Source: an optimization exercise on an open RTL-to-GDS flow (aim: small area). Production flows keep margins and buffers that such runs may drop. In this exercise RTL edits were held to simulation tests only and were not proved equivalent to the original.

==> flow/design.v (outline; a module is shown in full before it is edited, if it fits) <==
// module crc32: 2255 lines
// module crc32_xor2: 7 lines
module crc32 (
  input         crc_en,
  input [511:0] data_in,
  output [31:0] crc_out,
  input         clk,
  input         rst
);
  // ...
==> flow/run.sh <==
#!/bin/bash
# synth_recipe.tcl (not shown) runs the flow's synth.tcl, then flattens the netlist and writes it again
# the make line also repeats each setting of config.mk as NAME=value (left out here)
make -C /OpenROAD-flow-scripts/flow DESIGN_CONFIG=/design/flow/config.mk WORK_HOME=/design/flow/orfs CLKGATE_MAP_FILE= SYNTH_SCRIPT=/design/flow/synth_recipe.tcl finish
==> flow/config.mk <==
export PLATFORM = sky130hd
export DESIGN_NAME = crc32
export DESIGN_NICKNAME = crc32
export VERILOG_FILES = /design/flow/design.v
export SDC_FILE = /design/flow/constraint.sdc
export NUM_CORES = 4
export LEC_CHECK = 0
export CAP_MARGIN = 20
export CORE_MARGIN = 2
export CORE_UTILIZATION = 30
export GPL_ROUTABILITY_DRIVEN = 1
export SLEW_MARGIN = 20
export SYNTH_HIERARCHICAL = 1
export SYNTH_MINIMUM_KEEP_SIZE = 0
==> flow/constraint.sdc <==
create_clock -name core_clock -period 8.0 [get_ports {clk}]
set_input_delay 1.6000 -clock core_clock [delete_from_list [all_inputs] [get_ports {clk}]]
set_output_delay 1.6000 -clock core_clock [all_outputs]
set_load 0.01 [all_outputs]
==> flow_metrics.py, run 1 <==
metrics = {
    "setup_path": {
        "worstSetupStartpoint": "data_in[375]",
        "critPathMaxStageDelay_ns": 0.84,
        "timing.rr.start": "lfsr_q[28]",
        "required_ns": 8.22,
        "cp_max_fo": 4,
        "crit_path_end": "lfsr_q[0]",
        "end_kind": "flop",
        "rr_endpoint": "lfsr_q[0]",
        "cp.buffers_inverters": 1,
    },
    "final_layout": {
        "layout.nonclk_buf_share_pct": 22.66,
        "nFillCells": 6911,
        "biggestCellCategory": "multi-input combinational cells",
    },
    "die": {
        "die_h_um": 266.6,
        "core_area_sq_um": 68470,
    },
    "synthesis": {
        "synth_area_leaders": "xor2_1 (93%), dfstp_2 (4.1%), mux2_4 (2.2%)",
        "synth_mux_area_share_pct": 2.287,
        "synth_most_common_cell": "xor2_1",
        "synth_fa_ha_area_share_pct": 0,
        "async_flop_share_pct": 100.0,
        "synth_flop_cell": "dfstp_2",
        "synth.top_cells.by_count": "xor2_1 (2203), dfstp_2 (32), mux2_4 (30)",
    },
    "global_routing": {
        "track_usage_pct": 49.69,
        "grt_antenna_before_repair": 3,
        "grt_use_met3_pct": 11.86,
        "grt_max_degree": 33,
    },
    "cts": {
        "tritoncts": "yes",
        "postCtsResizedCells": 0,
    },
    "worst_hold_path": {
        "hold_depth": 1,
        "min_path_type": "reg2reg",
    },
    "place": {
        "postPlaceCellArea_sq_um": 28160,
        "place_ws_ns": 0.5181,
    },
    "sta": {
        "post-route-period-util_pct": 93.52,
        "final_hold_viol_count": 0,
        "skew_ns": 0.01057,
        "setup_tns_ns": 0,
    },
    "route": {
        "route.met3.wl_um": 16860,
        "drc": 0,
        "dr.pass1.iters": 5,
    },
    "outcome": {
        "status": "complete, no violations",
    },
    "run": {
        "maxCapViolCount": 0,
    },
}
==> inputs of run 2 (changes only) <==
--- a/flow/config.mk
+++ b/flow/config.mk
@@ -9,3 +9,3 @@
 export CORE_MARGIN = 2
-export CORE_UTILIZATION = 30
+export CORE_UTILIZATION = 20
 export GPL_ROUTABILITY_DRIVEN = 1
==> run 2 against run 1 <==
Compared with the run above:
- still clean on timing, DRC and antenna
- synthesized area unchanged
- fmax decreased by 0.84%
- sequential cell count unchanged
- core utilization decreased by 12 points
- synthesized cell count unchanged
- sequential share of layout area decreased by 0.12 points
- die area increased by 49%
- largest cell class unchanged
==> flow_metrics.py, run 2 <==
metrics = {
    "setup_path": {
        "path_class": "in2reg",
        "critPathArrivalTime_ns": 7.76,
        "cpMaxStageDelayCell": "clkdlybuf4s50_1",
        "critPathMaxStageDelay_ns": 0.89,
        "crit_path_frequent_cell": "xor2_1",
        "required_ns": 8.22,
        "startpoint_type": "input pin",
        "end_kind": "flop",
        "cp_max_fo": 4,
        "critical_path.cell_chain": "clkdlybuf4s50_1 -> xor2_1 -> xor2_1 -> xor2_1 -> xor2_1 -> xor2_1 -> xor2_1 -> xor2_1 -> xor2_1 -> xor2_1 -> xor2_1 -> xor2_1 -> xor2_1 -> xor2_1 -> mux2_4",
    },
    "cts": {
        "clk_pin_slew_ns": 0.06,
        "post_cts_buffers": 0,
        "postCtsResizedCells": 0,
        "cts_root_buffer": "clkbuf_16",
        "holdBufCountCts": 0,
        "tritoncts": "yes",
        "numCtsBuffers": 5,
        "clock-sinks": 32,
        "clock_path_buffers": 2,
        "cts_max_level": 2,
        "clock_latency_ns": 0.30,
    },
    "synthesis": {
        "synth_flop_cell": "dfstp_2",
        "seq_area_frac_synth_pct": 4.065,
        "synth_area_leaders": "xor2_1 (93%), dfstp_2 (4.1%), mux2_4 (2.2%)",
        "ys_types": 7,
        "yosysWarnings": 7,
        "synth_seq_cells": 32,
        "synth.top_cell.area_share_pct": 93.29,
        "synth_most_common_cell": "xor2_1",
        "async_flop_share_pct": 100.0,
        "syn_inst": 2272,
        "mappedNetlistArea_sq_um": 20680,
        "syn_nets": 2787,
        "synth.top_cells.by_count": "xor2_1 (2203), dfstp_2 (32), mux2_4 (30)",
        "synth_top_cell_by_area": "xor2_1",
        "synth_edf_count": 0,
        "syn_avg_cell_area_sq_um": 9.104,
    },
    "sta": {
        "relSlewSlack_pct": 8.489,
        "setup_violations": 0,
        "period_minus_slack_ns": 7.545,
        "slew_viol_final": 0,
        "final_hold_viol_count": 0,
        "timing.fmax_ghz": 0.1325,
        "post-route-period-util_pct": 94.31,
        "tightest_slew_ns": 1.368,
        "rsz0062_at_grt": "no",
        "setup_tns_ns": 0,
        "skew_ns": 0.01215,
    },
    "die": {
        "die_x_um": 325.6,
        "die_area_sq_um": 106000,
        "rows": 117,
        "die_h_um": 325.6,
        "ios": 547,
        "core_area_sq_um": 102200,
        "initial_utilization_pct": 20.24,
    },
    "outcome": {
        "status": "complete, no violations",
    },
    "place": {
        "gp_congestion": 1.124,
        "port_buffers": 546,
        "place_hpwl_um": 190000,
    },
    "final_layout": {
        "top_register": "lfsr_q",
        "nFillCells": 11194,
        "final_nets": 3547,
        "final_util_pct": 28.93,
        "reg.largest.list": "lfsr_q: 32 flops",
        "area_growth_pct": 42.90,
        "mostFrequentLayoutCells": "xor2_1 (2200), clkdlybuf4s50_1 (545), buf_4 (211), dfstp_2 (32), mux2_4 (30)",
        "final_common_cell": "xor2_1",
        "layout-drive-gt1-share_pct": 9.430,
        "largest_reg_flops": 32,
    },
    "run": {
        "maxCapViolCount": 0,
    },
    "global_routing": {
        "grt_util_met1_pct": 47.11,
        "grt_max_degree": 33,
        "gr-total-overflow": 0,
        "first_global_vias": 20422,
        "grt_busiest_layer": "met2",
        "grt_antenna_before_repair": 5,
        "track_usage_pct": 37.02,
        "grt_use_met3_pct": 6.370,
        "grt_pass1_wl_um": 245400,
        "grt_use_met2_pct": 56.30,
    },
    "worst_hold_path": {
        "min_path_type": "reg2reg",
    },
    "route": {
        "routedWlPerCell_um": 46.15,
        "dr.pass1.iters": 5,
        "viasPerCell": 4.570,
        "routed_wl_um": 203100,
        "antenna_left": 0,
        "drt-initial-drc-count": 2346,
        "vias": 20119,
        "drc": 0,
    },
}
## run 2: kinds of logic after synthesis
| group | after synthesis | share of synthesized area, % |
|---|---|---|
| XOR/XNOR | 2203 | 93.29 |
| multiplexers | 32 | 2.287 |
| flip-flops | 32 | 4.065 |
| buffers and inverters | 5 | 0.3629 |
## run 2: worst paths after layout
| path | to | from | cells after the start | slack [ns] |
|---|---|---|---|---|
| hold reg to reg | lfsr_q[10] | lfsr_q[10] | 1 | 0.64 |
| setup / recovery | lfsr_q[15] | data_in[224] | 15 | 0.46 |
| hold / removal | lfsr_q[10] | lfsr_q[10] | 1 | 0.64 |
| setup reg to reg | lfsr_q[15] | lfsr_q[11] | 15 | 1.71 |
| max in group asynchronous | lfsr_q[22] | rst | 3 | 5.87 |
| min in group asynchronous | lfsr_q[3] | rst | 3 | 2.06 |
## run 2: worst max-delay path: cells and delay by family
kind	cells	cell delay (ns)
multiplexers	1	0.26
XOR/XNOR	13	4.99
buffers and inverters	1	0.89
## run 2: per-layer routing
layer	up-vias	routed length [um]
li1	8396	-
met1	9871	84220
met2	1477	86010
met3	371	15000
met4	4	17900
met5	-	18
## run 2: modules after synthesis (local to each module, per instance)
module,cells,times used
crc32_xor2,1,2203
crc32,69,1
## run 2: through the flow
step	hold WS [ns]	area, sq um	cells	setup WS, ns
after global routing	0.6514	29550	4401	0.6794
final	0.6412	29560	4402	0.4551
after floorplan	0.6368	20680	2272	3.177
after detailed placement	0.6344	29390	4393	0.4258
after global placement	0.6197	29390	4393	0.3525
after CTS	0.6431	29550	4401	0.7375
## run 2: layout make-up
| class | instances | area (sq um) | area share (%) |
|---|---|---|---|
| tap | 1368 | 1712 | 5.791 |
| clock inverter | 2 | 35.03 | 0.1185 |
| multi-input combinational | 2235 | 19790 | 66.96 |
| antenna | 1 | 2.502 | 0.008466 |
| sequential | 32 | 840.8 | 2.845 |
| inverter | 1 | 3.754 | 0.01270 |
| clock buffer | 6 | 128.9 | 0.4360 |
| timing repair buffer | 757 | 7044 | 23.83 |
==> inputs of run 3 (changes only) <==
--- a/flow/config.mk
+++ b/flow/config.mk
@@ -9,3 +9,3 @@
 export CORE_MARGIN = 2
-export CORE_UTILIZATION = 20
+export CORE_UTILIZATION = 40
 export GPL_ROUTABILITY_DRIVEN = 1
==> run 3 against run 2 <==
Compared with the run above:
- now fails the layout checks on negative setup slack
- synthesized cell count unchanged
- sequential share of layout area increased by 0.20 points
- clock skew decreased by 0.0028 ns
- critical path type unchanged
- largest cell class unchanged
==> flow_metrics.py, run 3 <==
metrics = {
    "outcome": {
        "status": "failed layout checks",
        "check-failures": "negative setup slack",
    },
    "place": {
        "place_ws_ns": 0.3837,
        "place_hpwl_um": 145600,
        "postPlaceCellArea_sq_um": 27400,
        "gp_congestion": 1.252,
        "port_buffers": 546,
        "place_inst": 3553,
    },
    "global_routing": {
        "first_global_vias": 20439,
        "grt_pass1_wl_um": 201700,
        "track_usage_pct": 58.98,
        "grt_max_degree": 33,
        "gr-total-overflow": 0,
        "grt_antenna_before_repair": 1,
    },
    "synthesis": {
        "synth_area_leaders": "xor2_1 (93%), dfstp_2 (4.1%), mux2_4 (2.2%)",
        "synth.top_cell.area_share_pct": 93.29,
        "async_flop_share_pct": 100.0,
        "mappedNetlistArea_sq_um": 20680,
        "seq_area_frac_synth_pct": 4.065,
        "synth_edf_count": 0,
        "synth_seq_cells": 32,
        "ys_types": 7,
        "synth_flop_cell": "dfstp_2",
        "synth_most_common_cell": "xor2_1",
        "synth.top_cells.by_count": "xor2_1 (2203), dfstp_2 (32), mux2_4 (30)",
        "syn_nets": 2787,
        "syn_avg_cell_area_sq_um": 9.104,
        "yosysWarnings": 7,
        "synth_top_cell_by_area": "xor2_1",
        "syn_inst": 2272,
    },
    "route": {
        "dr.pass1.iters": 6,
        "routed_wl_um": 163600,
        "drc": 0,
        "viasPerCell": 5.955,
        "drt-initial-drc-count": 3687,
        "antenna_left": 0,
        "vias": 21205,
        "routedWlPerCell_um": 45.94,
    },
    "final_layout": {
        "reg.largest.list": "lfsr_q: 32 flops",
        "top_register": "lfsr_q",
        "final_cell_area_sq_um": 27580,
        "largest_reg_flops": 32,
        "n_antenna_cell": 0,
        "nFillCells": 4765,
        "multi_input_area_sq_um": 19810,
        "final_common_cell": "xor2_1",
        "register_area_sq_um": 840.8,
        "area_growth_pct": 33.34,
        "mostFrequentLayoutCells": "xor2_1 (2197), clkdlybuf4s50_1 (545), buf_4 (59), dfstp_2 (32), mux2_4 (30)",
        "instances_no_fill": 3561,
        "layout-drive-gt1-share_pct": 4.790,
        "final_nets": 3395,
    },
    "sta": {
        "tightest_slew_ns": 1.372,
        "final_hold_viol_count": 0,
        "skew_ns": 0.009307,
        "rsz0062_at_grt": "no",
        "post-route-period-util_pct": 101.1,
        "slew_viol_final": 0,
        "period_minus_slack_ns": 8.090,
        "setup_violations": 1,
        "timing.fmax_ghz": 0.1236,
        "relSlewSlack_pct": 8.228,
        "fin_ws_ns": -0.09031,
    },
    "cts": {
        "clock_path_buffers": 2,
        "cts_root_buffer": "clkbuf_16",
        "cts_max_level": 2,
        "clock_latency_ns": 0.29,
        "numCtsBuffers": 5,
        "clk_pin_slew_ns": 0.06,
        "post_cts_buffers": 0,
        "clock-sinks": 32,
        "tritoncts": "yes",
        "holdBufCountCts": 0,
        "postCtsResizedCells": 0,
    },
    "setup_path": {
        "end_kind": "flop",
        "r2r_setup_slack_ns": 1.14,
        "critical_path.cell_chain": "clkdlybuf4s50_1 -> xor2_1 -> xor2_1 -> xor2_1 -> xor2_1 -> xor2_1 -> xor2_1 -> xor2_1 -> xor2_1 -> xor2_1 -> xor2_1 -> xor2_1 -> xor2_1 -> xor2_1 -> mux2_4",
        "startpoint_type": "input pin",
        "critPathArrivalTime_ns": 8.30,
        "crit_path_frequent_cell": "xor2_1",
        "cpMaxStageDelayCell": "xor2_1",
        "crit_family": "XOR/XNOR gates",
        "cp.buffers_inverters": 1,
        "path_class": "in2reg",
        "required_ns": 8.21,
        "critPathMaxStageDelay_ns": 0.84,
        "cp_max_fo": 4,
    },
    "run": {
        "maxCapViolCount": 0,
    },
    "die": {
        "initial_utilization_pct": 40.40,
        "die_x_um": 231.4,
        "ios": 547,
        "die_h_um": 231.4,
        "die_area_sq_um": 53540,
        "rows": 83,
        "core_area_sq_um": 51200,
    },
    "worst_hold_path": {
        "min_path_type": "reg2reg",
    },
}
==> run 3: per-module statistics from Yosys, one instance, submodules excluded <==
module	area [sq um]	times used	cells inside	flip-flops and latches
crc32_xor2	8.758	2203	1	0
crc32	1389	1	69	32
==> run 3: through the flow <==
stage	setup TNS (ns)	hold WS, ns	utilization, %
6_report	-0.09031	0.6460	53.87
5_1_grt	0	0.6536	53.87
4_1_cts	0	0.6423	53.85
3_5_place_dp	0	0.6308	53.53
3_3_place_gp	0	0.6249	53.50
2_1_floorplan	0	0.6368	-
==> run 3: kinds of logic (layout without fill, tap and decap cells) <==
kind of cell	Yosys count	count (layout)	share of synthesized area (%)
flops	32	32	4.065
xor+xnor	2203	2203	93.29
mux	32	32	2.287
buf+inv	5	614	0.3629
==> run 3: area by class of cell <==
type                            count  share of cell area, %
Clock inverter                      3                 0.1543
Sequential cell                    32                  3.049
Clock buffer                        5                 0.4537
Tap cell                          680                  3.085
Multi-Input combinational cell   2235                  71.84
Inverter                            1                0.01361
Timing Repair Buffer              605                  21.40
==> run 3: worst paths after layout <==
kind | cells after the start | from | endpoint
worst max-delay path | 15 | data_in[504] | lfsr_q[27]
worst min-delay path | 1 | lfsr_q[11] | lfsr_q[11]
worst max register to register | 14 | lfsr_q[24] | lfsr_q[27]
worst min register to register | 1 | lfsr_q[11] | lfsr_q[11]
max in group asynchronous | 3 | rst | lfsr_q[25]
min in group asynchronous | 3 | rst | lfsr_q[1]
==> run 3: per-layer routing <==
layer	global-route usage, %	vias up	share of wire, %
li1	-	8078	-
met1	63.02	9934	34
met2	81.83	2378	38
met3	29.79	813	15
met4	59.33	2	13
met5	1.195	-	0.056
==> inputs of run 4 (changes only) <==
==> flow/flow/run.sh (new file) <==
#!/bin/bash
# The standard layout, with the port buffers made from the smallest buffer cell
# (every input and output port still gets its own buffer).
set -euo pipefail
export BUFFER_PORTS_ARGS="-buffer_cell sky130_fd_sc_hd__buf_1"
bash standard.sh finish > standard_finish.log 2>&1
==> flow/standard.sh (new file) <==
#!/bin/bash
# synth_recipe.tcl (not shown) runs the flow's synth.tcl, then flattens the netlist and writes it again
# the make line also repeats each setting of config.mk as NAME=value (left out here)
make -C /OpenROAD-flow-scripts/flow DESIGN_CONFIG=/design/flow/config.mk WORK_HOME=/design/flow/orfs CLKGATE_MAP_FILE= SYNTH_SCRIPT=/design/flow/synth_recipe.tcl "${@:-finish}"
--- a/flow/config.mk
+++ b/flow/config.mk
@@ -9,3 +9,3 @@
 export CORE_MARGIN = 2
-export CORE_UTILIZATION = 40
+export CORE_UTILIZATION = 35
 export GPL_ROUTABILITY_DRIVEN = 1
removed: flow/run.sh
==> run 4 against run 3 <==
Compared with the run above:
- the run now finishes clean
- synthesized cell count stayed put
- sequential cell count stayed put
- fmax is 11% higher
- largest cell class unchanged
- count of clock-buffer cells in the layout is 1 higher
==> flow_metrics.py, run 4 <==
metrics = {
    "sta": {
        "timing.fmax_ghz": 0.1371,
        "rsz0062_at_grt": "no",
        "relSlewSlack_pct": 13.41,
        "post-route-period-util_pct": 91.20,
        "setup_tns_ns": 0,
        "tightest_slew_ns": 1.294,
        "hold_slack_ns": 0.6369,
        "skew_ns": 0.004966,
        "period_minus_slack_ns": 7.296,
        "slew_viol_final": 0,
        "setup_violations": 0,
        "final_hold_viol_count": 0,
    },
    "final_layout": {
        "layout-drive-gt1-share_pct": 6.154,
        "final_nets": 3439,
        "largest_reg_flops": 32,
        "nFillCells": 6208,
        "reg.largest.list": "lfsr_q: 32 flops",
        "area_growth_pct": 18.98,
        "instances_no_fill": 3700,
        "top_register": "lfsr_q",
        "mostFrequentLayoutCells": "xor2_1 (2198), buf_1 (545), buf_4 (103), dfstp_2 (32), mux2_4 (30)",
        "final_common_cell": "xor2_1",
    },
    "synthesis": {
        "syn_inst": 2272,
        "synth_flop_cell": "dfstp_2",
        "syn_nets": 2787,
        "yosysWarnings": 7,
        "synth.top_cells.by_count": "xor2_1 (2203), dfstp_2 (32), mux2_4 (30)",
        "seq_area_frac_synth_pct": 4.065,
        "synth_area_leaders": "xor2_1 (93%), dfstp_2 (4.1%), mux2_4 (2.2%)",
        "mappedNetlistArea_sq_um": 20680,
        "synth_seq_cells": 32,
        "async_flop_share_pct": 100.0,
        "synth_edf_count": 0,
        "syn_avg_cell_area_sq_um": 9.104,
        "synth_top_cell_by_area": "xor2_1",
        "synth_most_common_cell": "xor2_1",
        "synth.top_cell.area_share_pct": 93.29,
        "ys_types": 7,
    },
    "cts": {
        "postCtsResizedCells": 0,
        "clock_path_buffers": 2,
        "cts_max_level": 2,
        "clk_pin_slew_ns": 0.06,
        "clock_latency_ns": 0.29,
        "cts_root_buffer": "clkbuf_16",
        "holdBufCountCts": 0,
        "tritoncts": "yes",
        "numCtsBuffers": 5,
        "clock-sinks": 32,
        "post_cts_buffers": 0,
    },
    "die": {
        "core_area_sq_um": 58690,
        "rows": 89,
        "die_h_um": 247.1,
        "die_x_um": 247.1,
        "die_area_sq_um": 61060,
        "initial_utilization_pct": 35.25,
        "ios": 547,
    },
    "place": {
        "port_buffers": 546,
        "place_inst": 3690,
        "gp_congestion": 1.184,
        "place_hpwl_um": 160100,
    },
    "global_routing": {
        "track_usage_pct": 55.20,
        "gr-total-overflow": 0,
        "grt_max_degree": 33,
        "first_global_vias": 19424,
        "grt_antenna_before_repair": 2,
        "grt_pass1_wl_um": 210100,
    },
    "setup_path": {
        "path_class": "in2reg",
        "startpoint_type": "input pin",
        "timing.rr.start": "lfsr_q[21]",
        "r2r_setup_slack_ns": 1.72,
        "worstSetupStartpoint": "data_in[29]",
        "critPathArrivalTime_ns": 7.51,
        "cp_max_fo": 4,
        "end_kind": "flop",
        "required_ns": 8.22,
    },
    "worst_hold_path": {
        "min_path_type": "reg2reg",
        "min-delay-start": "lfsr_q[11]",
    },
    "route": {
        "highest_layer": "met5",
        "dr_wl_met2_um": 69240,
        "routedWlPerCell_um": 46.92,
        "vias": 20323,
        "drc": 0,
        "route.met3.wl_um": 19420,
        "antenna_left": 0,
        "drt-met1-wl_um": 64910,
        "dr.pass1.iters": 5,
        "viasPerCell": 5.493,
        "routed_wl_um": 173600,
        "drt-initial-drc-count": 3124,
    },
    "outcome": {
        "status": "complete, no violations",
    },
    "run": {
        "maxCapViolCount": 0,
    },
}
## run 4: cell counts after synthesis
Identical to the previous run, type by type.
## run 4: final timing paths
| path | to | depth (start not counted) |
|---|---|---|
| max in group asynchronous | lfsr_q[28] | 3 |
| worst max-delay path | lfsr_q[29] | 13 |
| worst min register to register | lfsr_q[11] | 1 |
| worst max register to register | lfsr_q[2] | 15 |
| min in group asynchronous | lfsr_q[9] | 3 |
| worst min-delay path | lfsr_q[11] | 1 |
## run 4: kinds of logic after synthesis
| kind of cell | Yosys count | share of synthesized area (%) |
|---|---|---|
| DFF | 32 | 4.065 |
| xor gates and xnor gates | 2203 | 93.29 |
| buffers and inverters | 5 | 0.3629 |
| muxes | 32 | 2.287 |
## run 4: worst max-delay path, stage by stage
cell and delay [ns]:
buf_1 0.40, xor2_1 0.83, xor2_1 0.36, xor2_1 0.59, xor2_1 0.23, xor2_1 0.65
xor2_1 0.65, xor2_1 0.32, xor2_1 0.60, xor2_1 0.65, xor2_1 0.16, xor2_1 0.20
mux2_4 0.26
## run 4: per-stage QoR
step,setup WS [ns],cell area (sq um),utilization (%)
floorplan,3.177,20680,-
global placement,0.6148,24430,41.62
detailed placement,0.7108,24430,41.63
CTS,1.019,24600,41.91
global route,0.9149,24600,41.93
finish,0.7043,24610,41.94
## run 4: layout make-up
cell class	count	area, sq um	area share [%]
Multi-Input combinational cell	2235	19810	80.48
Inverter	1	3.754	0.01525
Clock inverter	2	35.03	0.1424
Sequential cell	32	840.8	3.417
Tap cell	773	967.2	3.930
Clock buffer	6	128.9	0.5237
Antenna cell	2	5.005	0.02034
Timing Repair Buffer	649	2824	11.47
## run 4: per-layer routing
metal  track usage [%]  vias up
li1                  -     8181
met1             64.92     9762
met2             78.89     1846
met3             17.20      532
met4             51.90        2
met5                 0        -
## run 4: modules after synthesis (local to each module, per instance)
| module | cells inside | times used |
|---|---|---|
| crc32 | 69 | 1 |
| crc32_xor2 | 1 | 2203 |
==> inputs of run 5 (changes only) <==
--- a/flow/config.mk
+++ b/flow/config.mk
@@ -9,3 +9,3 @@
 export CORE_MARGIN = 2
-export CORE_UTILIZATION = 35
+export CORE_UTILIZATION = 30
 export GPL_ROUTABILITY_DRIVEN = 1
==> run 5 against run 4 <==
Compared with the run above:
- sequential cell count did not move
- final area rose by 2.1%
- die area rose by 16%
- count of clock-buffer cells in the layout did not move
- synthesized cell count did not move
- largest cell class unchanged
==> flow_metrics.py, run 5 <==
metrics = {
    "outcome": {
        "status": "complete, no violations",
    },
    "cts": {
        "clock_latency_ns": 0.30,
        "clock_path_buffers": 2,
        "cts_root_buffer": "clkbuf_16",
        "clk_pin_slew_ns": 0.06,
        "postCtsResizedCells": 0,
        "numCtsBuffers": 5,
        "cts_max_level": 2,
        "holdBufCountCts": 0,
        "tritoncts": "yes",
        "clock-sinks": 32,
        "post_cts_buffers": 0,
    },
    "global_routing": {
        "grt_busiest_layer": "met2",
        "first_global_vias": 19738,
        "grt_use_met2_pct": 76.58,
        "grt_antenna_before_repair": 6,
        "grt_use_met3_pct": 11.76,
        "track_usage_pct": 51.10,
        "grt_pass1_wl_um": 225200,
        "grt_util_met1_pct": 60.75,
        "gr-total-overflow": 0,
        "grt_max_degree": 33,
    },
    "setup_path": {
        "startpoint_type": "input pin",
        "critPathArrivalTime_ns": 7.26,
        "r2r_setup_slack_ns": 2.11,
        "path_class": "in2reg",
        "rr_worst_depth": 13,
        "end_kind": "flop",
        "cp_max_fo": 3,
        "required_ns": 8.23,
    },
    "place": {
        "port_buffers": 546,
        "gp_congestion": 1.112,
        "postPlaceCellArea_sq_um": 24950,
        "place_hpwl_um": 174300,
    },
    "sta": {
        "final_hold_viol_count": 0,
        "setup_tns_ns": 0,
        "period_minus_slack_ns": 7.030,
        "timing.fmax_ghz": 0.1423,
        "setup_violations": 0,
        "slew_viol_final": 0,
        "relSlewSlack_pct": 11.50,
        "tightest_slew_ns": 1.323,
        "post-route-period-util_pct": 87.87,
        "skew_ns": 0.009264,
        "rsz0062_at_grt": "no",
    },
    "synthesis": {
        "syn_nets": 2787,
        "syn_avg_cell_area_sq_um": 9.104,
        "synth_seq_cells": 32,
        "mappedNetlistArea_sq_um": 20680,
        "yosysWarnings": 7,
        "ys_types": 7,
        "async_flop_share_pct": 100.0,
        "seq_area_frac_synth_pct": 4.065,
        "syn_inst": 2272,
        "synth.top_cell.area_share_pct": 93.29,
        "synth_edf_count": 0,
        "synth.top_cells.by_count": "xor2_1 (2203), dfstp_2 (32), mux2_4 (30)",
        "synth_flop_cell": "dfstp_2",
        "synth_top_cell_by_area": "xor2_1",
        "synth_area_leaders": "xor2_1 (93%), dfstp_2 (4.1%), mux2_4 (2.2%)",
        "synth_most_common_cell": "xor2_1",
    },
    "final_layout": {
        "reg.largest.list": "lfsr_q: 32 flops",
        "final_nets": 3490,
        "top_register": "lfsr_q",
        "layout-drive-gt1-share_pct": 7.728,
        "area_growth_pct": 21.48,
        "mostFrequentLayoutCells": "xor2_1 (2199), buf_1 (545), buf_4 (154), dfstp_2 (32), mux2_4 (30)",
        "final_cell_area_sq_um": 25130,
        "final_common_cell": "xor2_1",
        "largest_reg_flops": 32,
    },
    "route": {
        "routed_wl_um": 187000,
        "routedWlPerCell_um": 48.42,
        "drt-initial-drc-count": 2729,
        "vias": 20387,
        "antenna_left": 0,
        "viasPerCell": 5.279,
        "drc": 0,
        "dr.pass1.iters": 5,
    },
    "run": {
        "maxCapViolCount": 0,
    },
    "die": {
        "die_h_um": 266.6,
        "rows": 96,
        "core_area_sq_um": 68470,
        "die_x_um": 266.6,
        "die_area_sq_um": 71060,
        "ios": 547,
        "initial_utilization_pct": 30.21,
    },
    "worst_hold_path": {
        "min_path_type": "reg2reg",
        "hold_depth": 1,
    },
}
## run 5: cell counts after synthesis
Identical to the previous run, type by type.
## run 5: cell families (layout without fill, tap and decap cells)
| kind of cell | Yosys count | count (layout) | synth area share (%) |
|---|---|---|---|
| XOR/XNOR | 2203 | 2203 | 93.29 |
| multiplexers | 32 | 32 | 2.287 |
| flip-flops | 32 | 32 | 4.065 |
| buffers and inverters | 5 | 709 | 0.3629 |
| other | 0 | 4 | 0 |
## run 5: area by class of cell
class	count	area [sq um]
fillers	7381	43340
multi-input cells	2235	19800
flip-flops and latches	32	840.8
repair buffers	700	3207
clock buffers	6	128.9
inverters	1	3.754
well taps	882	1104
clock inverters	2	35.03
diodes	4	10.01
## run 5: critical path, stage by stage
cell	delay [ns]
buf_1	0.65
xor2_1	0.23
xor2_1	0.48
xor2_1	0.53
xor2_1	0.43
xor2_1	0.85
xor2_1	0.30
xor2_1	0.41
xor2_1	0.29
xor2_1	0.65
xor2_1	0.17
xor2_1	0.21
xor2_1	0.18
mux2_4	0.25
## run 5: routing by layer
metal,vias up,wire (um),share of wire [%]
met5,-,0,0
met2,1690,77590,41
met4,0,20940,11
met1,9894,72380,39
met3,529,16080,8.6
li1,8274,-,-
## run 5: worst paths after layout
kind,startpoint,end
setup / recovery,data_in[192],lfsr_q[8]
hold / removal,lfsr_q[12],lfsr_q[12]
setup reg to reg,lfsr_q[3],lfsr_q[18]
hold reg to reg,lfsr_q[12],lfsr_q[12]
max in group asynchronous,rst,lfsr_q[17]
min in group asynchronous,rst,lfsr_q[0]
## run 5: modules after synthesis, one instance, submodules excluded
module	flops+latches	cell area, sq um	copies in the design
crc32	32	1389	1
crc32_xor2	0	8.758	2203
## run 5: per-stage QoR
step	setup slack [ns]	hold slack, ns	instances	util, %
after CTS	1.276	0.6344	3858	36.68
final	0.9704	0.6351	3862	36.70
after global placement	0.7648	0.6216	3850	36.43
after detailed placement	0.9686	0.6258	3850	36.45
after floorplan	3.177	0.6368	2272	-
after global routing	1.178	0.6521	3858	36.68
==> inputs of run 6 (changes only) <==
--- a/flow/config.mk
+++ b/flow/config.mk
@@ -11,2 +11,3 @@
 export GPL_ROUTABILITY_DRIVEN = 1
+export GPL_TIMING_DRIVEN = 0
 export SLEW_MARGIN = 20
==> run 6 against run 5 <==
Compared with the run above:
- via count shrank 6.5%
- wire length fell by 5.4%
- final area shrank 4.0%
- global-route usage fell by 2.8 points
- synthesized area is the same
- sequential share of layout area up 0.14 points
- register-to-register slack worse by 1.0 ns
- worst hold slack lost 0.00060 ns
- critical path depth rose by 1
==> flow_metrics.py, run 6 <==
metrics = {
    "route": {
        "drc": 0,
        "drt-initial-drc-count": 2448,
        "viasPerCell": 5.138,
        "dr.pass1.iters": 5,
        "routedWlPerCell_um": 47.68,
        "antenna_left": 0,
        "routed_wl_um": 176800,
        "vias": 19056,
    },
    "sta": {
        "setup_violations": 0,
        "relSlewSlack_pct": 12.56,
        "final_hold_viol_count": 0,
        "timing.fmax_ghz": 0.1289,
        "rsz0062_at_grt": "no",
        "period_minus_slack_ns": 7.755,
        "tightest_slew_ns": 1.307,
        "post-route-period-util_pct": 96.94,
        "hold_slack_ns": 0.6345,
        "slew_viol_final": 0,
        "skew_ns": 0.009490,
    },
    "synthesis": {
        "synth_edf_count": 0,
        "synthSimpleGateAreaFrac_pct": 0,
        "async_flop_share_pct": 100.0,
        "synth_mux_area_share_pct": 2.287,
        "synth.top_cells.by_count": "xor2_1 (2203), dfstp_2 (32), mux2_4 (30)",
        "synth_top_cell_by_area": "xor2_1",
        "syn_nets": 2787,
        "yosysWarnings": 7,
        "yosys.area_share.xor_xnor_pct": 93.29,
        "synth_flop_cell": "dfstp_2",
        "syn_inst": 2272,
        "synth_compound_area_share_pct": 0,
        "synth_top_family_by_area": "XOR/XNOR gates",
        "synth.top_cell.area_share_pct": 93.29,
        "seq_area_frac_synth_pct": 4.065,
        "synth_area_leaders": "xor2_1 (93%), dfstp_2 (4.1%), mux2_4 (2.2%)",
        "syn_avg_cell_area_sq_um": 9.104,
        "synth_most_common_cell": "xor2_1",
        "ys_types": 7,
        "synth_seq_cells": 32,
        "synth_fa_ha_area_share_pct": 0,
        "mappedNetlistArea_sq_um": 20680,
    },
    "cts": {
        "clock_path_buffers": 2,
        "cts_root_buffer": "clkbuf_16",
        "clock_latency_ns": 0.30,
        "post_cts_buffers": 0,
        "clk_pin_slew_ns": 0.05,
        "tritoncts": "yes",
        "clock-sinks": 32,
        "holdBufCountCts": 0,
        "postCtsResizedCells": 0,
        "numCtsBuffers": 5,
        "cts_max_level": 2,
    },
    "final_layout": {
        "area_growth_pct": 16.65,
        "layout-drive-gt1-share_pct": 3.254,
        "n_antenna_cell": 0,
        "largest_reg_flops": 32,
        "final_common_cell": "xor2_1",
        "final_nets": 3341,
        "top_register": "lfsr_q",
        "mostFrequentLayoutCells": "xor2_1 (2190), buf_1 (545), dfstp_2 (32), mux2_4 (30), xor2_2 (13)",
        "reg.largest.list": "lfsr_q: 32 flops",
        "final_util_pct": 35.24,
        "instances_no_fill": 3709,
        "final_cell_area_sq_um": 24130,
    },
    "die": {
        "initial_utilization_pct": 30.21,
        "ios": 547,
        "die_h_um": 266.6,
        "core_area_sq_um": 68470,
        "die_x_um": 266.6,
        "rows": 96,
        "die_area_sq_um": 71060,
    },
    "global_routing": {
        "grt_pass1_wl_um": 211000,
        "first_global_vias": 18237,
        "grt_antenna_before_repair": 2,
        "track_usage_pct": 48.27,
        "gr-total-overflow": 0,
        "grt_max_degree": 33,
    },
    "setup_path": {
        "crit_family": "XOR/XNOR gates",
        "cp.buffers_inverters": 1,
        "path_class": "in2reg",
        "crit_path_frequent_cell": "xor2_1",
        "critical_path.cell_chain": "buf_1 -> xor2_1 -> xor2_1 -> xor2_1 -> xor2_1 -> xor2_1 -> xor2_1 -> xor2_1 -> xor2_1 -> xor2_1 -> xor2_1 -> xor2_1 -> xor2_1 -> xor2_1 -> mux2_4",
        "cp_max_fo": 3,
        "required_ns": 8.22,
        "end_kind": "flop",
        "cpMaxStageDelayCell": "xor2_1",
        "critPathMaxStageDelay_ns": 0.85,
        "critPathArrivalTime_ns": 7.98,
        "startpoint_type": "input pin",
    },
    "outcome": {
        "status": "complete, no violations",
    },
    "place": {
        "place_inst": 3701,
        "port_buffers": 545,
        "gp_congestion": 1.103,
        "postPlaceCellArea_sq_um": 23940,
        "place_hpwl_um": 164600,
    },
    "worst_hold_path": {
        "min_path_type": "reg2reg",
    },
    "run": {
        "maxCapViolCount": 0,
    },
}
## run 6: cell types whose count changed in the layout (fill, tap and decap cells not counted), sizes merged
cell / before / now
diode: 4 / 0
inv: 1 / 2
clkinv: 1 / 0
clkbuf: 7 / 5
clkinvlp: 0 / 1
buf: 699 / 551
## run 6: through the flow
stage                     setup WS [ns]  TNS [ns]
final                            0.2446         0
after global routing             0.5812         0
after CTS                        0.2343         0
after detailed placement       -0.06514  -0.06514
after global placement         0.008354         0
after floorplan                   3.177         0
## run 6: Yosys stat by module (local to each module, per instance)
module,flip-flops and latches,copies in the design
crc32_xor2,0,2203
crc32,32,1
## run 6: logic make-up after synthesis
family    Yosys count
xor+xnor         2203
buf+inv             5
flops              32
mux                32
## run 6: cell type report
type / count / area [sq um]
Buffer: 4 / 71.32
Clock buffer: 5 / 125.1
Clock inverter: 3 / 46.29
Fill cell: 7412 / 44340
Inverter: 1 / 3.754
Multi-Input combinational cell: 2235 / 19870
Sequential cell: 32 / 840.8
Tap cell: 882 / 1104
Timing Repair Buffer: 547 / 2072
## run 6: worst reg2reg max path, cell delays in order, from the launching register on
cell and delay, ns:
dfstp_2 0.55, xor2_1 0.74, xor2_1 0.24, xor2_1 0.85, xor2_1 0.24, xor2_1 0.54, xor2_1 0.65, xor2_1 0.83
xor2_1 0.30, xor2_1 0.66, xor2_1 0.30, xor2_1 0.36, xor2_1 0.15, xor2_1 0.18, mux2_4 0.26
## run 6: final timing paths
kind,cells after the start,slack (ns),end,startpoint
max,15,0.24,lfsr_q[10],data_in[490]
max in group asynchronous,2,6.20,lfsr_q[14],rst
min,1,0.63,lfsr_q[11],lfsr_q[11]
min reg2reg,1,0.63,lfsr_q[11],lfsr_q[11]
min in group asynchronous,2,1.75,lfsr_q[29],rst
max reg2reg,14,1.08,lfsr_q[10],lfsr_q[10]
## run 6: per-layer routing
metal	global-route usage [%]	part of all wire [%]
met5	0	0.015
met3	8.451	7.6
met4	35.77	9.1
met2	74.55	43
met1	60.01	41
==> inputs of run 7 (changes only) <==
==> flow/flow/run.sh (replaced) <==
#!/bin/bash
set -euo pipefail
export BUFFER_PORTS_ARGS="-buffer_cell sky130_fd_sc_hd__buf_1"
R=orfs/results/sky130hd/crc32/base
bash standard.sh synth > standard_synth.log 2>&1
sed -i -E 's/sky130_fd_sc_hd__mux2_(2|4|8) /sky130_fd_sc_hd__mux2_1 /' $R/1_2_yosys.v
rm -f $R/1_synth.odb $R/1_synth.sdc
bash standard.sh finish > standard_finish.log 2>&1
==> run 7 against run 6 <==
Compared with the run above:
- final area shrank 0.18%
- die area shrank 0.54%
- core utilization grew 0.060 points
- critical path type unchanged
- sequential share of layout area is essentially flat
- largest cell class unchanged
- count of clock-buffer cells in the layout is the same
- global-route usage shrank 0.73 points
- wire length shrank 2.1%
- clock skew grew 0.0030 ns
- via count is essentially flat
- cell count is essentially flat
==> flow_metrics.py, run 7 <==
metrics = {
    "run": {
        "maxCapViolCount": 0,
    },
    "setup_path": {
        "rr_worst_depth": 14,
        "path_class": "in2reg",
        "cp_max_fo": 4,
        "startpoint_type": "input pin",
        "cp.buffers_inverters": 1,
        "end_kind": "flop",
        "crit_path_frequent_cell": "xor2_1",
        "critPathMaxStageDelay_ns": 0.88,
        "required_ns": 8.21,
        "cp_num_cells": 14,
        "crit_family": "XOR/XNOR gates",
        "critPathArrivalTime_ns": 7.97,
        "critical_path.cell_chain": "buf_1 -> xor2_1 -> xor2_1 -> xor2_1 -> xor2_1 -> xor2_1 -> xor2_1 -> xor2_1 -> xor2_1 -> xor2_1 -> xor2_1 -> xor2_1 -> xor2_1 -> mux2_1",
        "cpMaxStageDelayCell": "buf_1",
    },
    "route": {
        "highest_layer": "met5",
        "route.met3.wl_um": 12990,
        "routed_wl_um": 173000,
        "drt-initial-drc-count": 2495,
        "dr.pass1.iters": 5,
        "antenna_left": 0,
        "dr_wl_met2_um": 73260,
        "vias": 19044,
        "drt-met1-wl_um": 70090,
        "routedWlPerCell_um": 46.64,
        "drc": 0,
        "viasPerCell": 5.133,
    },
    "final_layout": {
        "nFillCells": 7430,
        "final_cell_area_sq_um": 24080,
        "top_register": "lfsr_q",
        "final_nets": 3342,
        "mostFrequentLayoutCells": "xor2_1 (2186), buf_1 (542), mux2_1 (32), dfstp_2 (32), xor2_2 (16)",
        "final_common_cell": "xor2_1",
        "multi_input_area_sq_um": 19790,
        "largest_reg_flops": 32,
        "final_util_pct": 35.30,
        "register_area_sq_um": 840.8,
        "n_antenna_cell": 0,
        "area_growth_pct": 17.08,
        "reg.largest.list": "lfsr_q: 32 flops",
        "layout-drive-gt1-share_pct": 2.405,
    },
    "synthesis": {
        "syn_nets": 2787,
        "seq_area_frac_synth_pct": 4.065,
        "synth_edf_count": 0,
        "synth_most_common_cell": "xor2_1",
        "synth_seq_cells": 32,
        "yosys_area_sq_um": 20680,
        "synth_area_leaders": "xor2_1 (93%), dfstp_2 (4.1%), mux2_4 (2.2%)",
        "async_flop_share_pct": 100.0,
        "synth.top_cells.by_count": "xor2_1 (2203), dfstp_2 (32), mux2_4 (30)",
        "synth_compound_area_share_pct": 0,
        "synth.top_cell.area_share_pct": 93.29,
        "ys_types": 7,
        "syn_avg_cell_area_sq_um": 9.054,
        "synth_mux_area_share_pct": 2.287,
        "synth_fa_ha_area_share_pct": 0,
        "syn_inst": 2272,
        "synth_top_cell_by_area": "xor2_1",
        "mappedNetlistArea_sq_um": 20570,
        "synth_flop_cell": "dfstp_2",
        "yosysWarnings": 7,
        "synth_top_family_by_area": "XOR/XNOR gates",
        "synthSimpleGateAreaFrac_pct": 0,
        "yosys.area_share.xor_xnor_pct": 93.29,
    },
    "cts": {
        "holdBufCountCts": 0,
        "numCtsBuffers": 5,
        "clk_pin_slew_ns": 0.05,
        "clock_latency_ns": 0.29,
        "tritoncts": "yes",
        "cts_max_level": 2,
        "clock_path_buffers": 2,
        "cts_root_buffer": "clkbuf_16",
        "postCtsResizedCells": 0,
        "clock-sinks": 32,
        "post_cts_buffers": 0,
    },
    "outcome": {
        "status": "complete, no violations",
    },
    "die": {
        "initial_utilization_pct": 30.15,
        "rows": 96,
        "core_area_sq_um": 68230,
        "die_area_sq_um": 70680,
        "die_h_um": 265.9,
        "ios": 547,
        "die_x_um": 265.9,
    },
    "place": {
        "postPlaceCellArea_sq_um": 23920,
        "place_ws_ns": 0.1576,
        "place_hpwl_um": 160500,
        "port_buffers": 545,
        "gp_congestion": 1.100,
    },
    "sta": {
        "final_hold_viol_count": 0,
        "timing.fmax_ghz": 0.1288,
        "hold_slack_ns": 0.6500,
        "tightest_slew_ns": 1.314,
        "skew_ns": 0.01247,
        "slew_viol_final": 0,
        "relSlewSlack_pct": 12.12,
        "fin_ws_ns": 0.2389,
        "setup_violations": 0,
        "post-route-period-util_pct": 97.01,
        "period_minus_slack_ns": 7.761,
        "rsz0062_at_grt": "no",
    },
    "worst_hold_path": {
        "min_path_type": "reg2reg",
        "hold_depth": 1,
    },
    "global_routing": {
        "first_global_vias": 18283,
        "grt_antenna_before_repair": 1,
        "track_usage_pct": 47.54,
        "grt_pass1_wl_um": 208000,
        "grt_max_degree": 33,
        "gr-total-overflow": 0,
    },
}
-- run 7: cell counts after synthesis --
Identical to the previous run, type by type.
-- run 7: final timing paths --
kind / end / start / slack [ns]
setup reg to reg: lfsr_q[27] / lfsr_q[10] / 1.11
setup / recovery: lfsr_q[21] / data_in[144] / 0.24
hold / removal: lfsr_q[8] / lfsr_q[8] / 0.65
max in group asynchronous: lfsr_q[16] / rst / 6.15
hold reg to reg: lfsr_q[8] / lfsr_q[8] / 0.65
min in group asynchronous: lfsr_q[23] / rst / 1.78
-- run 7: layout make-up --
type	instances	share of cell area, %
Timing Repair Buffer	548	8.733
Tap cell	882	4.582
Clock inverter	3	0.1766
Inverter	1	0.01559
Buffer	4	0.2961
Multi-Input combinational cell	2235	82.19
Sequential cell	32	3.491
Clock buffer	5	0.5195
-- run 7: modules after synthesis, one instance, submodules excluded --
module,flops+latches,cells
crc32_xor2,0,1
crc32,32,69
-- run 7: worst reg2reg max path, delay by kind of cell (launching register included) --
kind          cells  cell delay (ns)
multiplexers      1             0.29
XOR/XNOR         13             5.99
flip-flops        1             0.54
-- run 7: cells by family (layout without fill, tap and decap cells) --
kind of cell           after synthesis  after routing
multiplexers                        32             32
buffers and inverters                5            561
XOR/XNOR                          2203           2203
flip-flops                          32             32
-- run 7: stage by stage --
stage | setup TNS, ns | cells
3_3_place_gp | -0.5614 | 3699
6_report | 0 | 3710
4_1_cts | 0 | 3710
2_1_floorplan | 0 | 2272
5_1_grt | 0 | 3710
3_5_place_dp | 0 | 3702
-- run 7: per-layer routing --
metal / global-route usage, % / vias up
li1: - / 7968
met1: 59.44 / 9271
met2: 72.29 / 1425
met3: 7.902 / 378
met4: 37.67 / 2
met5: 0 / -
==> inputs of run 8 (changes only) <==
--- a/flow/flow/run.sh
+++ b/flow/flow/run.sh
@@ -3,2 +3,3 @@
 export BUFFER_PORTS_ARGS="-buffer_cell sky130_fd_sc_hd__buf_1"
+export GPL_KEEP_OVERFLOW=0
 R=orfs/results/sky130hd/crc32/base
--- a/flow/config.mk
+++ b/flow/config.mk
@@ -11,3 +11,2 @@
 export GPL_ROUTABILITY_DRIVEN = 1
-export GPL_TIMING_DRIVEN = 0
 export SLEW_MARGIN = 20
==> run 8 against run 7 <==
Compared with the run above:
- synthesized cell count unchanged
- final area about the same
- fmax down 1.9%
- critical endpoint is now lfsr_q[9]
- critical path type unchanged
- sequential cell count unchanged
==> flow_metrics.py, run 8 <==
metrics = {
    "cts": {
        "clk_pin_slew_ns": 0.06,
        "clock_path_buffers": 2,
        "holdBufCountCts": 0,
        "cts_root_buffer": "clkbuf_16",
        "postCtsResizedCells": 0,
        "clock_latency_ns": 0.30,
        "cts_max_level": 2,
        "numCtsBuffers": 5,
        "post_cts_buffers": 0,
        "tritoncts": "yes",
        "clock-sinks": 32,
    },
    "route": {
        "routedWlPerCell_um": 48.68,
        "drc": 0,
        "routed_wl_um": 180800,
        "drt-initial-drc-count": 2506,
        "dr.pass1.iters": 5,
        "antenna_left": 0,
        "vias": 19485,
        "viasPerCell": 5.245,
    },
    "final_layout": {
        "final_nets": 3345,
        "largest_reg_flops": 32,
        "mostFrequentLayoutCells": "xor2_1 (2187), buf_1 (541), mux2_1 (32), dfstp_2 (32), xor2_2 (16)",
        "final_util_pct": 35.29,
        "reg.largest.list": "lfsr_q: 32 flops",
        "top_register": "lfsr_q",
        "layout-drive-gt1-share_pct": 2.473,
        "area_growth_pct": 17.03,
        "final_common_cell": "xor2_1",
        "nFillCells": 7410,
    },
    "synthesis": {
        "syn_avg_cell_area_sq_um": 9.054,
        "synth_seq_cells": 32,
        "synth.top_cells.by_count": "xor2_1 (2203), dfstp_2 (32), mux2_4 (30)",
        "synth_most_common_cell": "xor2_1",
        "ys_types": 7,
        "synth_flop_cell": "dfstp_2",
        "synth.top_cell.area_share_pct": 93.29,
        "syn_inst": 2272,
        "synth_area_leaders": "xor2_1 (93%), dfstp_2 (4.1%), mux2_4 (2.2%)",
        "syn_nets": 2787,
        "mappedNetlistArea_sq_um": 20570,
        "seq_area_frac_synth_pct": 4.065,
        "async_flop_share_pct": 100.0,
        "synth_top_cell_by_area": "xor2_1",
        "yosys_area_sq_um": 20680,
        "yosysWarnings": 7,
        "synth_edf_count": 0,
    },
    "setup_path": {
        "cp.buffers_inverters": 1,
        "end_kind": "flop",
        "crit_path_frequent_cell": "xor2_1",
        "crit_family": "XOR/XNOR gates",
        "critical_path.cell_chain": "buf_1 -> xor2_1 -> xor2_2 -> xor2_1 -> xor2_1 -> xor2_1 -> xor2_1 -> xor2_1 -> xor2_1 -> xor2_1 -> xor2_1 -> xor2_1 -> mux2_1",
        "cpMaxStageDelayCell": "xor2_1",
        "critPathArrivalTime_ns": 8.13,
        "startpoint_type": "input pin",
        "path_class": "in2reg",
        "critPathMaxStageDelay_ns": 0.94,
        "required_ns": 8.22,
        "cp_max_fo": 4,
    },
    "die": {
        "die_area_sq_um": 70680,
        "core_area_sq_um": 68230,
        "die_x_um": 265.9,
        "die_h_um": 265.9,
        "rows": 96,
        "ios": 547,
        "initial_utilization_pct": 30.15,
    },
    "sta": {
        "relSlewSlack_pct": 6.823,
        "final_hold_viol_count": 0,
        "timing.fmax_ghz": 0.1264,
        "post-route-period-util_pct": 98.92,
        "slew_viol_final": 0,
        "period_minus_slack_ns": 7.914,
        "skew_ns": 0.01182,
        "setup_violations": 0,
        "tightest_slew_ns": 1.398,
        "hold_slack_ns": 0.6547,
        "rsz0062_at_grt": "no",
    },
    "run": {
        "maxCapViolCount": 0,
    },
    "global_routing": {
        "grt_pass1_wl_um": 217800,
        "track_usage_pct": 49.71,
        "first_global_vias": 19177,
        "grt_antenna_before_repair": 3,
        "gr-total-overflow": 0,
        "grt_max_degree": 29,
    },
    "place": {
        "port_buffers": 546,
        "gp_congestion": 1.119,
        "place_hpwl_um": 167500,
    },
    "outcome": {
        "status": "complete, no violations",
    },
    "worst_hold_path": {
        "min_path_type": "reg2reg",
    },
}
[run 8: cell counts after synthesis]
Identical to the previous run, type by type.
[run 8: final cells by class]
type                       count  area [sq um]  share of cell area (%)
antenna                        2         5.005                 0.02079
clock buffer                   6         128.9                  0.5353
clock inverter                 2         35.03                  0.1455
inverter                       1         3.754                 0.01559
multi-input combinational   2235         19780                   82.14
sequential                    32         840.8                   3.493
tap                          882          1104                   4.584
timing repair buffer         555          2182                   9.064
[run 8: final timing paths]
path	slack (ns)	cells past startpoint	startpoint	to
min in group asynchronous	1.36	2	rst	lfsr_q[23]
setup reg to reg	1.62	14	lfsr_q[3]	lfsr_q[22]
hold reg to reg	0.65	1	lfsr_q[24]	lfsr_q[24]
setup / recovery	0.09	13	data_in[25]	lfsr_q[9]
max in group asynchronous	6.38	3	rst	lfsr_q[9]
hold / removal	0.65	1	lfsr_q[24]	lfsr_q[24]
[run 8: modules after synthesis (local to each module, per instance)]
| module | area (sq um) | copies in the design |
|---|---|---|
| crc32 | 1389 | 1 |
| crc32_xor2 | 8.758 | 2203 |
[run 8: metrics by stage]
| step | TNS [ns] | area, sq um | worst slack [ns] | instances |
|---|---|---|---|---|
| floorplan | 0 | 20570 | 3.144 | 2272 |
| global placement | -0.1840 | 23650 | -0.09614 | 3696 |
| detailed placement | 0 | 23900 | 0.04757 | 3705 |
| CTS | 0 | 24060 | 0.3460 | 3713 |
| global route | 0 | 24070 | 0.3795 | 3713 |
| finish | 0 | 24070 | 0.08616 | 3715 |
[run 8: metal layers]
metal	up-vias	share of wire, %	track usage [%]
met5	-	0.014	0
li1	7981	-	-
met4	4	11	44.50
met2	1554	41	73.48
met3	447	9.4	13.15
met1	9499	38	58.97
[run 8: cells by family after synthesis]
group,Yosys count,synth area share [%]
buf+inv,5,0.3629
flops,32,4.065
xor+xnor,2203,93.29
mux,32,2.287
==> inputs of run 9 (changes only) <==
--- a/flow/flow/run.sh
+++ b/flow/flow/run.sh
@@ -3,3 +3,2 @@
 export BUFFER_PORTS_ARGS="-buffer_cell sky130_fd_sc_hd__buf_1"
-export GPL_KEEP_OVERFLOW=0
 R=orfs/results/sky130hd/crc32/base
--- a/flow/config.mk
+++ b/flow/config.mk
@@ -10,3 +10,5 @@
 export CORE_UTILIZATION = 30
+export CTS_BUF_LIST = sky130_fd_sc_hd__clkbuf_8
 export GPL_ROUTABILITY_DRIVEN = 1
+export GPL_TIMING_DRIVEN = 0
 export SLEW_MARGIN = 20
==> run 9 against run 8 <==
Compared with the run above:
- worst hold slack got worse by 0.0028 ns
- core utilization fell by 0.053 points
- wire length fell by 4.2%
- count of clock-buffer cells in the layout fell by 1
- final area fell by 0.15%
- synthesized area did not move
- largest cell class unchanged
==> flow_metrics.py, run 9 <==
metrics = {
    "route": {
        "routedWlPerCell_um": 46.69,
        "viasPerCell": 5.113,
        "drc": 0,
        "vias": 18973,
        "antenna_left": 0,
        "dr.pass1.iters": 7,
        "routed_wl_um": 173300,
        "drt-initial-drc-count": 2563,
    },
    "final_layout": {
        "top_register": "lfsr_q",
        "final_nets": 3342,
        "final_common_cell": "xor2_1",
        "reg.largest.list": "lfsr_q: 32 flops",
        "largest_reg_flops": 32,
        "register_area_sq_um": 840.8,
        "nFillCells": 7438,
        "layout-drive-gt1-share_pct": 2.440,
        "area_growth_pct": 16.85,
        "final_util_pct": 35.23,
        "multi_input_area_sq_um": 19800,
        "mostFrequentLayoutCells": "xor2_1 (2185), buf_1 (542), mux2_1 (32), dfstp_2 (32), xor2_2 (17)",
    },
    "sta": {
        "period_minus_slack_ns": 7.832,
        "timing.fmax_ghz": 0.1277,
        "rsz0062_at_grt": "no",
        "setup_tns_ns": 0,
        "setup_violations": 0,
        "tightest_slew_ns": 1.359,
        "relSlewSlack_pct": 9.110,
        "slew_viol_final": 0,
        "skew_ns": 0.01668,
        "final_hold_viol_count": 0,
        "post-route-period-util_pct": 97.90,
    },
    "run": {
        "maxCapViolCount": 0,
    },
    "global_routing": {
        "grt_pass1_wl_um": 208000,
        "track_usage_pct": 47.58,
        "grt_antenna_before_repair": 1,
        "grt_max_degree": 33,
        "gr-total-overflow": 0,
        "first_global_vias": 18273,
    },
    "synthesis": {
        "yosys_area_sq_um": 20680,
        "synth_flop_cell": "dfstp_2",
        "synth_top_cell_by_area": "xor2_1",
        "synth_edf_count": 0,
        "synth_area_leaders": "xor2_1 (93%), dfstp_2 (4.1%), mux2_4 (2.2%)",
        "synth.top_cell.area_share_pct": 93.29,
        "syn_avg_cell_area_sq_um": 9.054,
        "ys_types": 7,
        "async_flop_share_pct": 100.0,
        "synth_seq_cells": 32,
        "synth.top_cells.by_count": "xor2_1 (2203), dfstp_2 (32), mux2_4 (30)",
        "yosysWarnings": 7,
        "syn_nets": 2787,
        "syn_inst": 2272,
        "synth_most_common_cell": "xor2_1",
        "seq_area_frac_synth_pct": 4.065,
        "mappedNetlistArea_sq_um": 20570,
    },
    "cts": {
        "clock_latency_ns": 0.32,
        "numCtsBuffers": 5,
        "post_cts_buffers": 0,
        "cts_max_level": 2,
        "cts_root_buffer": "clkbuf_8",
        "clock-sinks": 32,
        "clock_path_buffers": 2,
        "tritoncts": "yes",
        "holdBufCountCts": 0,
        "clk_pin_slew_ns": 0.08,
        "postCtsResizedCells": 0,
    },
    "outcome": {
        "status": "complete, no violations",
    },
    "die": {
        "die_x_um": 265.9,
        "ios": 547,
        "rows": 96,
        "initial_utilization_pct": 30.15,
        "core_area_sq_um": 68230,
        "die_area_sq_um": 70680,
        "die_h_um": 265.9,
    },
    "place": {
        "gp_congestion": 1.100,
        "place_hpwl_um": 160500,
        "port_buffers": 545,
    },
    "setup_path": {
        "cp_max_fo": 3,
        "required_ns": 8.25,
        "path_class": "in2reg",
        "startpoint_type": "input pin",
        "end_kind": "flop",
        "critPathArrivalTime_ns": 8.08,
    },
    "worst_hold_path": {
        "min_path_type": "reg2reg",
    },
}
[run 9: cell families (layout without fill, tap and decap cells)]
family	after synthesis	in the layout	synth area share (%)
XOR/XNOR	2203	2203	93.29
multiplexers	32	32	2.287
other	0	1	0
buffers and inverters	5	561	0.3629
flip-flops	32	32	4.065
[run 9: per-module statistics from Yosys, one instance, submodules excluded]
module,copies in the design,cells inside
crc32_xor2,2203,1
crc32,1,69
[run 9: layer usage]
metal	global-route usage [%]	vias up	wire, um
li1	-	7971	-
met1	59.62	9232	70250
met2	71.71	1391	73020
met3	7.773	377	12910
met4	38.92	2	17050
met5	0	-	16
[run 9: layout make-up]
cell class | instances | area share (%)
repair buffers | 548 | 8.750
clock inverters | 3 | 0.1770
multi-input cells | 2235 | 82.38
well taps | 882 | 4.591
plain buffers | 4 | 0.2967
inverters | 1 | 0.01562
diodes | 1 | 0.01041
clock buffers | 5 | 0.2863
flip-flops and latches | 32 | 3.498
[run 9: worst paths after layout]
path	startpoint	end	slack, ns	cells past startpoint
setup / recovery	data_in[490]	lfsr_q[27]	0.17	15
hold / removal	lfsr_q[8]	lfsr_q[8]	0.65	1
min in group asynchronous	rst	lfsr_q[23]	1.75	2
setup reg to reg	lfsr_q[10]	lfsr_q[27]	0.99	14
hold reg to reg	lfsr_q[8]	lfsr_q[8]	0.65	1
max in group asynchronous	rst	lfsr_q[16]	6.18	2
[run 9: worst max-delay path: stages]
cell,delay [ns]
buf_1,0.08
xor2_1,0.73
xor2_1,0.38
xor2_1,1.04
xor2_1,0.25
xor2_1,0.41
xor2_1,0.38
xor2_1,0.86
xor2_1,0.42
xor2_1,0.55
xor2_1,0.49
xor2_1,0.29
xor2_1,0.20
xor2_1,0.08
mux2_1,0.29
[run 9: per-stage QoR]
| stage | hold WS (ns) | instances | instance area [sq um] | setup WS [ns] |
|---|---|---|---|---|
| floorplan | 0.6593 | 2272 | 20570 | 3.144 |
| global placement | 0.6415 | 3699 | 23720 | -0.2789 |
| detailed placement | 0.6465 | 3702 | 23920 | 0.1576 |
| CTS | 0.6560 | 3710 | 24030 | 0.4808 |
| global route | 0.6733 | 3710 | 24040 | 0.4608 |
| finish | 0.6519 | 3711 | 24040 | 0.1682 |

## what the ideal ports hide
No port has a modelled driver above. Below, the same layouts with a new extraction and two added sets of constraints.
Step 1, drivers: a clkbuf_16 drives clk and a buf_2 each remaining input, both assumed.
Step 2, shift: input delay + t, output delay - t, t = (earliest + latest rising clock arrival at the registers) / 2. This alone moves slack from input paths to output paths.
Slacks: no drivers / after step 1 / after step 2; pairs: no drivers / after step 1.
run | t (ns) | setup WS [ns] | clock arrival spread, ns | worst slew at a driven data input, ns | pins driven straight from the clock port
run 1 | 0.332 | 0.518 / 0.536 / 0.204 | 0.010 / 0.010 | 0.11 | 1
run 2 | 0.336 | 0.455 / 0.469 / 0.133 | 0.012 / 0.012 | 0.07 | 1
run 3 | 0.327 | -0.090 / -0.083 / -0.409 | 0.010 / 0.009 | 0.07 | 1
run 4 | 0.323 | 0.704 / 0.710 / 0.388 | 0.005 / 0.005 | 0.10 | 1
run 5 | 0.332 | 0.970 / 0.985 / 0.653 | 0.010 / 0.009 | 0.09 | 1
run 6 | 0.336 | 0.245 / 0.255 / -0.081 | 0.009 / 0.010 | 0.09 | 1
run 7 | 0.328 | 0.239 / 0.246 / -0.081 | 0.012 / 0.013 | 0.10 | 1
run 8 | 0.337 | 0.086 / 0.110 / -0.227 | 0.011 / 0.012 | 0.10 | 1
run 9 | 0.344 | 0.168 / 0.180 / -0.164 | 0.017 / 0.017 | 0.09 | 1
With both steps, setup timing fails in run 6, run 7, run 8 and run 9, where it was met with ideal ports. The setup slack of run 9, which loses most, moves by +0.012 ns with the drivers and by -0.332 ns with both steps.
